Background: an optimization exercise with open tools, aiming at small area. Do not read the settings as production practice. The RTL was checked by simulation tests, not by an equivalence proof against the original design. Power figures rest on the tool's default switching activity, not on a simulated workload.

JK:
Design mvm_uart_system, start of the top module:
module mvm_uart_system (
    input  logic clk,
    input  logic rstn,
    input  logic rx,
    output logic tx
);
    localparam logic [1:0] M_RX = 2'd0, M_CMP = 2'd1, M_TX = 2'd2;
    logic [1:0] mode;
    logic [3:0] ph;      
    logic [7:0] cnt;     
    logic [1:0] bj;      
    logic [2:0] c;       
    logic [2:0] r;       
    logic       xp;      
    wire rx_mode  = (mode == M_RX);
    wire cmp_mode = (mode == M_CMP);
    wire tx_mode  = (mode == M_TX);
    wire cnt_zero = (cnt == 8'd0);
    wire [3:0] bitn = cnt[7:4];
    wire go = rx_mode  ? ~rx :
              cmp_mode ? (ph == {r[0], 3'b000}) :
                         (ph == 4'd0);
    wire last = rx_mode  ? (cnt == 8'd143) :
                cmp_mode ? (cnt == 8'd39) :
                           (cnt == 8'd159);
    wire rx_data = rx_mode & (bitn != 4'd0);
    wire rx_adv  = rx_data & (cnt[3:0] == 4'd15);
    wire wbase   = rx_data & (ph[2:0] == c);
    always_ff @(posedge clk or negedge rstn) begin
        if (!rstn) begin
            ph <= '0;
        end else begin
            ph <= ph + 4'd1;
        end
    end
    always_ff @(posedge clk or negedge rstn) begin
        if (!rstn) begin
            mode <= M_RX;
            cnt  <= '0;
            bj   <= '0;
            c    <= '0;
            r    <= '0;
            xp   <= 1'b0;
        end else begin
            if ((cnt_zero & ~go) | last)
                cnt <= '0;
            else
  ...
Size: about 4 I/O pins, ~7200 um^2 of cells after synthesis.
clock: 10.0 ns
lec_check: 0
cap_margin: 20
core_margin: 2
core_utilization: 40
slew_margin: 20
run.sh (not shown) runs the stock make flow with config.mk's settings and CLKGATE_MAP_FILE= SYNTH_SCRIPT=/design/flow/synth_recipe.tcl, a recipe that flattens the netlist after the stock synthesis.
Here is what was changed in the inputs of MS compared with JK.
# JK
export LEC_CHECK = 0
export CAP_MARGIN = 20
export CORE_MARGIN = 2
export CORE_UTILIZATION = 40
export SLEW_MARGIN = 20
create_clock -name core_clock -period 10.0 [get_ports {clk}]
# MS
export LEC_CHECK = 0
export CAP_MARGIN = 20
export CORE_MARGIN = 2
export CORE_UTILIZATION = 65
export CTS_BUF_LIST = sky130_fd_sc_hd__clkbuf_4
export CTS_CLUSTER_DIAMETER = 40
export CTS_CLUSTER_SIZE = 10
export SLEW_MARGIN = 20
create_clock -name core_clock -period 10.0 [get_ports {clk}]
==> comparison <==
Taking JK as the reference, in MS total chip power moved down, global-route usage moved up.
MS: PASS, flow complete, no timing, DRC or antenna violations
Between MS and JK, post-route met1 wirelength is lower for MS, JK comes in above that.
[diff] area of the die, MS relative to JK: improvement
Comparing MS and JK, the higher met1 global-route usage was measured on MS.
The following lists how AL was set up differently from MS:
# MS
export LEC_CHECK = 0
export CAP_MARGIN = 20
export CORE_MARGIN = 2
export CORE_UTILIZATION = 65
export CTS_BUF_LIST = sky130_fd_sc_hd__clkbuf_4
export CTS_CLUSTER_DIAMETER = 40
export CTS_CLUSTER_SIZE = 10
export SLEW_MARGIN = 20
create_clock -name core_clock -period 10.0 [get_ports {clk}]
# AL
export LEC_CHECK = 0
export CAP_MARGIN = 20
export CORE_MARGIN = 2
export CORE_UTILIZATION = 40
export CTS_BUF_LIST = sky130_fd_sc_hd__clkbuf_8
export CTS_CLUSTER_DIAMETER = 60
export CTS_CLUSTER_SIZE = 20
export SLEW_MARGIN = 20
create_clock -name core_clock -period 10.0 [get_ports {clk}]
### Flow results
MS consumes more power than AL.
Relative to MS, the setup slack of AL is higher by 74 ps.
Going from MS to AL, clock buffer and inverter area fraction after layout shrinks by 1.0 points.
The lower clock buffer instance count of the final layout came out of AL.
AL ended with less later-pin clock latency in the skew report than MS.
Comparing AL and MS, the higher number of nets in the layout was measured on MS.

---

## exp/sierra
The RTL this note starts from:
==> flow/design.v <==
module mvm_uart_system (
    input  logic clk,
    input  logic rstn,
    input  logic rx,
    output logic tx
);
    localparam logic [1:0] M_RXK = 2'd0, M_RXX = 2'd1, M_CMP = 2'd2, M_TX = 2'd3;
    logic [1:0] mode;
    logic [3:0] ph;      
    logic [7:0] cnt;     
    logic [1:0] bj;      
    logic [2:0] c;       
    logic [2:0] r;       
    wire rx_mode  = ~mode[1];
    wire xp       = (mode == M_RXX);
    wire cmp_mode = (mode == M_CMP);
    wire tx_mode  = (mode == M_TX);
    wire cnt_zero = (cnt == 8'd0);
    wire [3:0] bitn = cnt[7:4];
    wire go = rx_mode  ? ~rx :
              cmp_mode ? ((ph[2:0] == 3'd0) & (ph[3] == r[0])) :
                         1'b1;
    wire last = (cnt[3:0] == 4'd15) &
                (bitn == (rx_mode ? 4'd8 : cmp_mode ? 4'd4 : 4'd9));
    wire rx_data = rx_mode & (bitn != 4'd0);
    wire rx_adv  = rx_data & (cnt[3:0] == 4'd15);
    wire tx_end  = tx_mode & last;
    wire bj_step = rx_adv | tx_end;
    wire bj_wrap = (bj == 2'd3) | (~xp & ~tx_mode & (bj == 2'd2));
    wire c_step  = rx_adv & bj_wrap;
    wire r_step  = (c_step & ~xp & (c == 3'd7)) | (tx_end & (bj == 2'd3));
    wire wbase   = rx_data & (ph[2:0] == c);
    always_ff @(posedge clk or negedge rstn) begin
        if (!rstn) begin
            ph <= '0;
        end else begin
            ph <= ph + 4'd1;
        end
    end
    always_ff @(posedge clk or negedge rstn) begin
        if (!rstn) begin
            mode <= M_RXK;
            cnt  <= '0;
            bj   <= '0;
            c    <= '0;
            r    <= '0;
        end else begin
            cnt[7:4] <= last ? 4'd0 : cnt[7:4] + {3'd0, cnt[3:0] == 4'd15};
            cnt[3:0] <= {cnt[3:1] + {2'd0, cnt[0]}, ~cnt[0] & ~(cnt_zero & ~go)};
            if (bj_step) bj <= bj_wrap ? 2'd0 : bj + 2'd1;
            if (c_step)  c  <= c + 3'd1;
            if (r_step)  r  <= r + 3'd1;
            if (c_step & (c == 3'd7) & (xp | (r == 3'd7)))
                mode <= xp ? M_CMP : M_RXX;
            if (last & cmp_mode)
                mode <= M_TX;
            if (r_step & tx_mode)
                mode <= (r == 3'd7) ? M_RXK : M_CMP;
        end
    end
    logic [15:0] kl [12];
    logic [7:0]  xl [4];
    logic [11:0] ktail;
    logic [3:0]  xc;
    genvar g;
    for (g = 0; g < 12; g++) begin : g_kloop
        wire we = wbase & ~xp & (ph[3] == r[0]) &
                  (r[2:1] == 2'(g / 3)) & (bj == 2'(g % 3));
        always_ff @(posedge clk)
            kl[g] <= {kl[g][14:0], we ? rx : kl[g][15]};
        assign ktail[g] = kl[g][15];
    end
    for (g = 0; g < 4; g++) begin : g_xloop
        wire we = wbase & xp & (bj == 2'(g));
        always_ff @(posedge clk)
            xl[g] <= {xl[g][6:0], we ? rx : xl[g][7]};
        assign xc[g] = xl[g][7];
    end
    logic [9:0] R;
    logic [2:0] krow;    
    always_comb
        case (r[2:1])
            2'd0: krow = ktail[2:0];
            2'd1: krow = ktail[5:3];
            2'd2: krow = ktail[8:6];
            default: krow = ktail[11:9];
        endcase
    wire zfill  = cmp_mode & (bitn == 4'd0);
    wire [1:0] j = {bitn[2] | (bitn[1] & bitn[0]), ~bitn[0]};
    wire x      = xc[j];
    wire acc    = cmp_mode & ~cnt[3] & x;
    wire neg    = bitn[2];
    wire [2:0] op  = acc ? (krow ^ {3{neg}}) : 3'd0;
    wire       cin = acc & neg;
    wire [6:0] opx = {{4{op[2]}}, op};
    logic [7:0] cy;
    logic [6:0] sum;
    assign cy[0] = cin;
    for (genvar i = 0; i < 7; i++) begin : g_fa
        assign sum[i]  = R[i+3] ^ opx[i] ^ cy[i];
        assign cy[i+1] = (R[i+3] & opx[i]) | (R[i+3] & cy[i]) | (opx[i] & cy[i]);
    end
    wire shift = zfill |
                 ((cnt[3:0] == 4'd15) &
                  ((cmp_mode & ~bitn[2]) |
                   (tx_mode & (bitn != 4'd0) & (bitn != 4'd9))));
    always_ff @(posedge clk) begin
        if (shift)
            R <= {R[9] & ~zfill, R[9:1]};
        else
            R <= {sum, R[2:0]};
    end
    assign tx = ~tx_mode | (bitn == 4'd9) | ((bitn != 4'd0) & R[0]);
endmodule
export LEC_CHECK = 0
export CAP_MARGIN = 20
export CORE_MARGIN = 2
export CORE_UTILIZATION = 60
export SLEW_MARGIN = 20
create_clock -name core_clock -period 10.0 [get_ports {clk}]
standard.sh (not shown) runs the stock make flow with config.mk's settings and CLKGATE_MAP_FILE= SYNTH_SCRIPT=/design/flow/synth_recipe.tcl, a recipe that flattens the netlist after the stock synthesis.
==> flow/flow/run.sh <==
#!/bin/bash
# Own layout flow: the standard ORFS flow (standard.sh) with two changes:
#  - Yosys's technology mapping uses an area-oriented ABC script (flow/abc_area.script)
#    in place of ORFS's speed script; registers and names are untouched.
#  - clock tree synthesis uses mid-size clock buffers and no dummy loads.
# Each tool's full output goes to logs in this folder (standard.log, and ORFS's own
# per-step logs under orfs/logs/).
set -euo pipefail
W=$PWD
S=$W/scripts_area
rm -rf "$S"
cp -r "$FLOW_HOME/scripts" "$S"
cp "$W/flow/abc_area.script" "$S/abc_speed.script"
CTS=$(cat "$W/flow/cts_args")
bash "$W/standard.sh" "SCRIPTS_DIR=$S" "CTS_ARGS=$CTS" finish > "$W/standard.log" 2>&1
==> flow/flow/abc_area.script <==
&get -n
&st
&syn2
&dch
&nf -R 1000
&put
topo
dnsize -c
==> flow/flow/cts_args <==
-sink_clustering_enable -repair_clock_nets -dont_use_dummy_load -buf_list sky130_fd_sc_hd__clkbuf_8 -sink_clustering_size 21 -sink_clustering_max_diameter 70
For exp/amber, these inputs were changed with respect to exp/sierra:
==> flow/flow/abc_area.script <==
&get -n
&st
&deepsyn -T 30
&dch
&nf -R 1000
&put
topo
dnsize -c
Results
From exp/sierra to exp/amber the numbers moved as follows: non-clock buffer count went down 2, top fanout value on the critical path went down 3.
The total standard cell area after synthesis of exp/amber and that of exp/sierra are within noise of each other.
The run showing the smaller global-route wire length before repair is exp/amber.
[compare] base=exp/sierra new=exp/amber: floorplan core area went up by 280 sq um, total routing usage reported by global routing has remained practically unchanged.
Endpoint of the worst setup timing path = R[9]: exp/amber; endpoint of the worst setup timing path = tx: exp/sierra
> inputs changed (exp/amber -> exp/zinc)
==> flow/flow/abc_area.script <==
&get -n
&st
&dch
&nf -R 1000
&put
topo
dnsize -c
==> comparison <==
exp/amber and exp/zinc ended up with nearly the same synthesized area. Die outline area essentially unchanged between exp/amber and exp/zinc. Per the comparison of exp/zinc with exp/amber, setup slack decreased by 0.17 ns relative to the old numbers; placer congestion estimate fell about 6%. Changes observed in exp/zinc relative to exp/amber: filler-free cell count of the finished design dropped 2; final setup TNS held. Number of non-clock inverters in exp/zinc is 2 below exp/amber.
Changes in exp/xenon relative to exp/zinc:
==> flow/flow/abc_area.script <==
&get -n
&st
&deepsyn -T 30
&dch
&nf -R 1000
&put
topo
dnsize -c
==> flow/flow/cts_args <==
-sink_clustering_enable -repair_clock_nets -dont_use_dummy_load -buf_list sky130_fd_sc_hd__clkbuf_8 -sink_clustering_size 20 -sink_clustering_max_diameter 60
### Flow results
- exp/xenon gives less routed wire length than exp/zinc did.
- For exp/zinc, the slowest library cell on the worst path was a222oi_1, unlike exp/xenon, where it was dfrtp_1.
- The sequential area share after synthesis of exp/xenon is lower than that of exp/zinc.
- Compared with exp/zinc, exp/xenon is the more power-hungry design.
- Going from exp/zinc to exp/xenon, via count neither gained nor lost much, headroom to the max-slew limit picked up an extra 17 points.
- exp/xenon ends up with higher wire length on met2 than exp/zinc does.
- Per the comparison of exp/xenon with exp/zinc, fraction of met2 tracks used by global routing increased 0.99 points; critical path depth shows a reduction of 1; timing-limited maximum frequency saw an increase; mux contribution to synthesized area moved up.

separate check: timing with driven ports:
The results above use ideal ports. As a check the final layouts listed here were re-extracted and re-timed, cells and wires unchanged. Step 1 assumes that a clkbuf_16 drives the clock port and a buf_2 every other input. Step 2 moves the port delays by t, midway between the first and last clock arrival at a register: inputs arrive t later, outputs are due t later. That takes back most of the time a late clock gives input paths. Slacks: ideal / step 1 / step 2; pairs: ideal / step 1.
| run | shift t [ns] | slack for setup (ns) | pins driven straight from the clock port |
|---|---|---|---|
| JK | 0.540 | 5.123 / 5.083 / 5.549 | 1 |
| MS | 0.591 | 5.020 / 4.987 / 5.578 | 1 |
| AL | 0.539 | 5.094 / 5.058 / 5.531 | 1 |
| exp/sierra | 0.499 | 5.440 / 5.405 / 5.811 | 1 |
| exp/amber | 0.504 | 5.791 / 5.791 / 5.791 | 1 |
| exp/zinc | 0.506 | 5.620 / 5.620 / 5.620 | 1 |
| exp/xenon | 0.506 | 5.761 / 5.761 / 5.761 | 1 |
After both steps every run listed still meets setup and hold.
